This is an optimization exercise on Yosys and OpenROAD, whose aim is small area, not a production implementation.
The RTL was checked by simulation tests, not by an equivalence proof against the original design.
Power and IR drop assume default switching activity.

v6:
==> module PipelinedProcessor, before the edit <==
module PipelinedProcessor(
    input clk, reset,
    input [31:0] instruction_in,  
    input [31:0] data_in,         
    output reg [31:0] data_out,   
    output reg [31:0] address_out  
);
    reg [31:0] register_file[0:15];
    reg [3:0] d_rd;
    reg [3:0] d_rs_lo, d_rs_hi, d_rt_lo, d_rt_hi;
    reg [15:0] d_imm;
    reg d_sub, d_and, d_ld;         
    reg d_wr;                       
    wire [3:0] opcode = instruction_in[31:28];
    always @(posedge clk) begin
        d_rs_lo <= 4'b1 << instruction_in[25:24];
        d_rs_hi <= 4'b1 << instruction_in[27:26];
        d_rt_lo <= opcode == 4'b1000 ? 4'b0 : 4'b1 << instruction_in[21:20];
        d_rt_hi <= 4'b1 << instruction_in[23:22];
        d_rd <= instruction_in[19:16];
        d_imm <= opcode == 4'b1000 ? instruction_in[15:0] : 16'b0;
        d_sub <= opcode == 4'b0001;
        d_and <= opcode == 4'b0010;
    end
    always @(posedge clk or posedge reset) begin
        if (reset) begin
            d_wr <= 0;
            d_ld <= 0;
        end else begin
            d_wr <= opcode == 4'b0000 || opcode == 4'b0001 ||
                    opcode == 4'b0010 || opcode == 4'b1000;
            d_ld <= opcode == 4'b1000;
        end
    end
    reg [15:0] sel_a, sel_b;
    integer k;
    always @(*)
        for (k = 0; k < 16; k = k + 1) begin
            sel_a[k] = d_rs_hi[k / 4] & d_rs_lo[k % 4];
            sel_b[k] = d_rt_hi[k / 4] & d_rt_lo[k % 4];
        end
    reg [31:0] a, rb;
    integer i;
    always @(*) begin
        a = 0;
        rb = 0;
        for (i = 0; i < 16; i = i + 1) begin
            a = a | ({32{sel_a[i]}} & register_file[i]);
            rb = rb | ({32{sel_b[i]}} & register_file[i]);
        end
    end
    wire [31:0] b = rb | {16'b0, d_imm};
    localparam K = 12;
    localparam H = 32 - K;
    wire [K-1:0] b_lo = d_sub ? ~b[K-1:0] : b[K-1:0];
    wire [K:0] sum_lo = {1'b0, a[K-1:0]} + {1'b0, b_lo} + {{K{1'b0}}, d_sub};
    wire [K-1:0] res_lo = d_and ? (a[K-1:0] & b[K-1:0]) : sum_lo[K-1:0];
    reg [K-1:0] e_lo;
    reg [H-1:0] e_ahi, e_bhi;
    reg e_c;
    reg [31:0] w_res;
    reg [3:0] e_rd, m_rd, w_rd;
    reg e_wr, m_wr, w_wr;
    reg e_ld, m_ld, w_ld;
    wire [H-1:0] res_hi = e_ahi + e_bhi + {{(H-1){1'b0}}, e_c};
    always @(posedge clk) begin
        e_lo <= res_lo;
        e_c <= sum_lo[K] & ~d_and;
        e_ahi <= d_and ? (a[31:K] & b[31:K]) : a[31:K];
        e_bhi <= d_and ? {H{1'b0}} : d_sub ? ~b[31:K] : b[31:K];
        w_res <= address_out;
        address_out <= e_wr ? {res_hi, e_lo} : 32'b0;
        e_rd <= d_rd;
        m_rd <= e_rd;
        w_rd <= m_rd;
    end
    always @(posedge clk or posedge reset) begin
        if (reset) begin
            e_wr <= 0; m_wr <= 0; w_wr <= 0;
            e_ld <= 0; m_ld <= 0; w_ld <= 0;
            data_out <= 0;
        end else begin
            e_wr <= d_wr;
            m_wr <= e_wr;
            w_wr <= m_wr;
            e_ld <= d_ld;
            m_ld <= e_ld;
            w_ld <= m_ld;
            if (m_ld)
                data_out <= data_in;
        end
    end
    always @(posedge clk) begin
        if (w_wr)
            register_file[w_rd] <= w_ld ? data_out : w_res;
    end
endmodule
clock: 5.0 ns
lec_check: 0
cap_margin: 20
core_margin: 2
core_utilization: 55
gpl_timing_driven: 1
place_density: 0.75
setup_slack_margin: 0.15
slew_margin: 20
standard.sh (not shown) runs the stock make flow with config.mk's settings and CLKGATE_MAP_FILE= SYNTH_SCRIPT=/design/flow/synth_recipe.tcl, a recipe that flattens the netlist after the stock synthesis.
==> flow/flow/run.sh <==
#!/bin/bash
# The standard layout (standard.sh, synthesis included) with these changes to
# how it is made:
#  - before global placement the buffers synthesis inserted are removed
#    (pre_gpl.tcl), so that the resizer buffers those nets itself;
#  - the resizer may swap a cell for one of another footprint
#    (MATCH_CELL_FOOTPRINT=0);
#  - port buffers use the smallest buffer, sky130_fd_sc_hd__buf_1;
#  - clock tree synthesis inserts no dummy loads and builds the tree from
#    clkbuf_8 cells with sink clusters of up to 16 flip-flops.
# The make output goes to standard_make.log; each step's log is under orfs/logs.
set -euo pipefail
here=$(cd "$(dirname "$0")" && pwd)
export PRE_GLOBAL_PLACE_TCL="$here/pre_gpl.tcl"
export BUFFER_PORTS_ARGS="-buffer_cell sky130_fd_sc_hd__buf_1"
export CTS_ARGS="-sink_clustering_enable -repair_clock_nets -dont_use_dummy_load -buf_list sky130_fd_sc_hd__clkbuf_8 -sink_clustering_size 16 -sink_clustering_max_diameter 60"
bash standard.sh MATCH_CELL_FOOTPRINT=0 finish > standard_make.log 2>&1
==> flow/flow/pre_gpl.tcl <==
remove_buffers
v6 | stages: all done | timing, DRC, antenna: all pass
Input changes introduced in v7 (baseline for comparison: v6):
==> flow/design.v <==
module PipelinedProcessor(
    input clk, reset,
    input [31:0] instruction_in,  
    input [31:0] data_in,         
    output reg [31:0] data_out,   
    output reg [31:0] address_out  
);
    reg [31:0] register_file[0:15];
    reg [3:0] d_rd;
    reg [3:0] d_rs_lo, d_rs_hi, d_rt_lo, d_rt_hi;
    reg [15:0] d_imm;
    reg d_sub, d_and, d_ld;         
    reg d_wr;                       
    wire [3:0] opcode = instruction_in[31:28];
    always @(posedge clk) begin
        d_rs_lo <= 4'b1 << instruction_in[25:24];
        d_rs_hi <= 4'b1 << instruction_in[27:26];
        d_rt_lo <= 4'b1 << instruction_in[21:20];
        d_rt_hi <= 4'b1 << instruction_in[23:22];
        d_rd <= instruction_in[19:16];
        d_imm <= instruction_in[15:0];
        d_sub <= opcode == 4'b0001;
        d_and <= opcode == 4'b0010;
    end
    always @(posedge clk or posedge reset) begin
        if (reset) begin
            d_wr <= 0;
            d_ld <= 0;
        end else begin
            d_wr <= opcode == 4'b0000 || opcode == 4'b0001 ||
                    opcode == 4'b0010 || opcode == 4'b1000;
            d_ld <= opcode == 4'b1000;
        end
    end
    reg [15:0] sel_a, sel_b;
    integer k;
    always @(*)
        for (k = 0; k < 16; k = k + 1) begin
            sel_a[k] = d_rs_hi[k / 4] & d_rs_lo[k % 4];
            sel_b[k] = d_rt_hi[k / 4] & d_rt_lo[k % 4];
        end
    reg [31:0] a, rb;
    integer i;
    always @(*) begin
        a = 0;
        rb = 0;
        for (i = 0; i < 16; i = i + 1) begin
            a = a | ({32{sel_a[i]}} & register_file[i]);
            rb = rb | ({32{sel_b[i]}} & register_file[i]);
        end
    end
    wire [31:0] b = d_ld ? {16'b0, d_imm} : rb;
    localparam K = 12;
    localparam H = 32 - K;
    wire [K-1:0] b_lo = d_sub ? ~b[K-1:0] : b[K-1:0];
    wire [K:0] sum_lo = {1'b0, a[K-1:0]} + {1'b0, b_lo} + {{K{1'b0}}, d_sub};
    wire [K-1:0] res_lo = d_and ? (a[K-1:0] & b[K-1:0]) : sum_lo[K-1:0];
    reg [K-1:0] e_lo;
    reg [H-1:0] e_ahi, e_bhi;
    reg e_c;
    reg [31:0] w_res;
    reg [3:0] e_rd, m_rd, w_rd;
    reg e_wr, m_wr, w_wr;
    reg e_ld, m_ld, w_ld;
    wire [H-1:0] res_hi = e_ahi + e_bhi + {{(H-1){1'b0}}, e_c};
    always @(posedge clk) begin
        e_lo <= res_lo;
        e_c <= sum_lo[K] & ~d_and;
        e_ahi <= d_and ? (a[31:K] & b[31:K]) : a[31:K];
        e_bhi <= d_and ? {H{1'b0}} : d_sub ? ~b[31:K] : b[31:K];
        w_res <= address_out;
        address_out <= e_wr ? {res_hi, e_lo} : 32'b0;
        e_rd <= d_rd;
        m_rd <= e_rd;
        w_rd <= m_rd;
    end
    always @(posedge clk or posedge reset) begin
        if (reset) begin
            e_wr <= 0; m_wr <= 0; w_wr <= 0;
            e_ld <= 0; m_ld <= 0; w_ld <= 0;
            data_out <= 0;
        end else begin
            e_wr <= d_wr;
            m_wr <= e_wr;
            w_wr <= m_wr;
            e_ld <= d_ld;
            m_ld <= e_ld;
            w_ld <= m_ld;
            if (m_ld)
                data_out <= data_in;
        end
    end
    always @(posedge clk) begin
        if (w_wr)
            register_file[w_rd] <= w_ld ? data_out : w_res;
    end
endmodule
Notes after the runs:
Taking v6 as the reference, in v7 per-instance average area after synthesis essentially unchanged; count of mapped cells out of synthesis essentially unchanged; met1 layer usage reported by global route decreased 1.1 points; slew at the pin with the worst max-slew slack increased 24 ps; power spent charging and discharging nets decreased 0.000020 W.
Worst setup path startpoint: d_rt_hi[1]$_SDFF_PP0_ -> v7, d_rt_hi[0]$_SDFF_PP0_ -> v6
Result for v7 and v6: all clean
Final standard cell count with taps included and fillers excluded: v7 vs v6, no meaningful difference

[what the ideal ports hide]
No port has a modelled driver above. Below, the same layouts with a new extraction and two added sets of constraints. Step 1 assumes that a clkbuf_16 drives the clock port and a buf_2 every other input. Step 2 also shifts input and output timing later by t, the mid clock arrival at the registers, as if the neighbouring blocks saw the same clock. Three values: ideal ports, drivers, drivers and shift; two values: the first two.
| run | t, ns | setup WS [ns] | worst setup path after step 2 | clock arrival spread, ns | cell pins on the clock port's net |
|---|---|---|---|---|---|
| v6 | 0.741 | 0.724 / 0.724 / 0.724 | register to register | 0.086 / 0.086 | 1 |
| v7 | 0.728 | 0.555 / 0.555 / 0.555 | register to register | 0.076 / 0.076 | 1 |
After both steps every run listed still meets setup and hold.
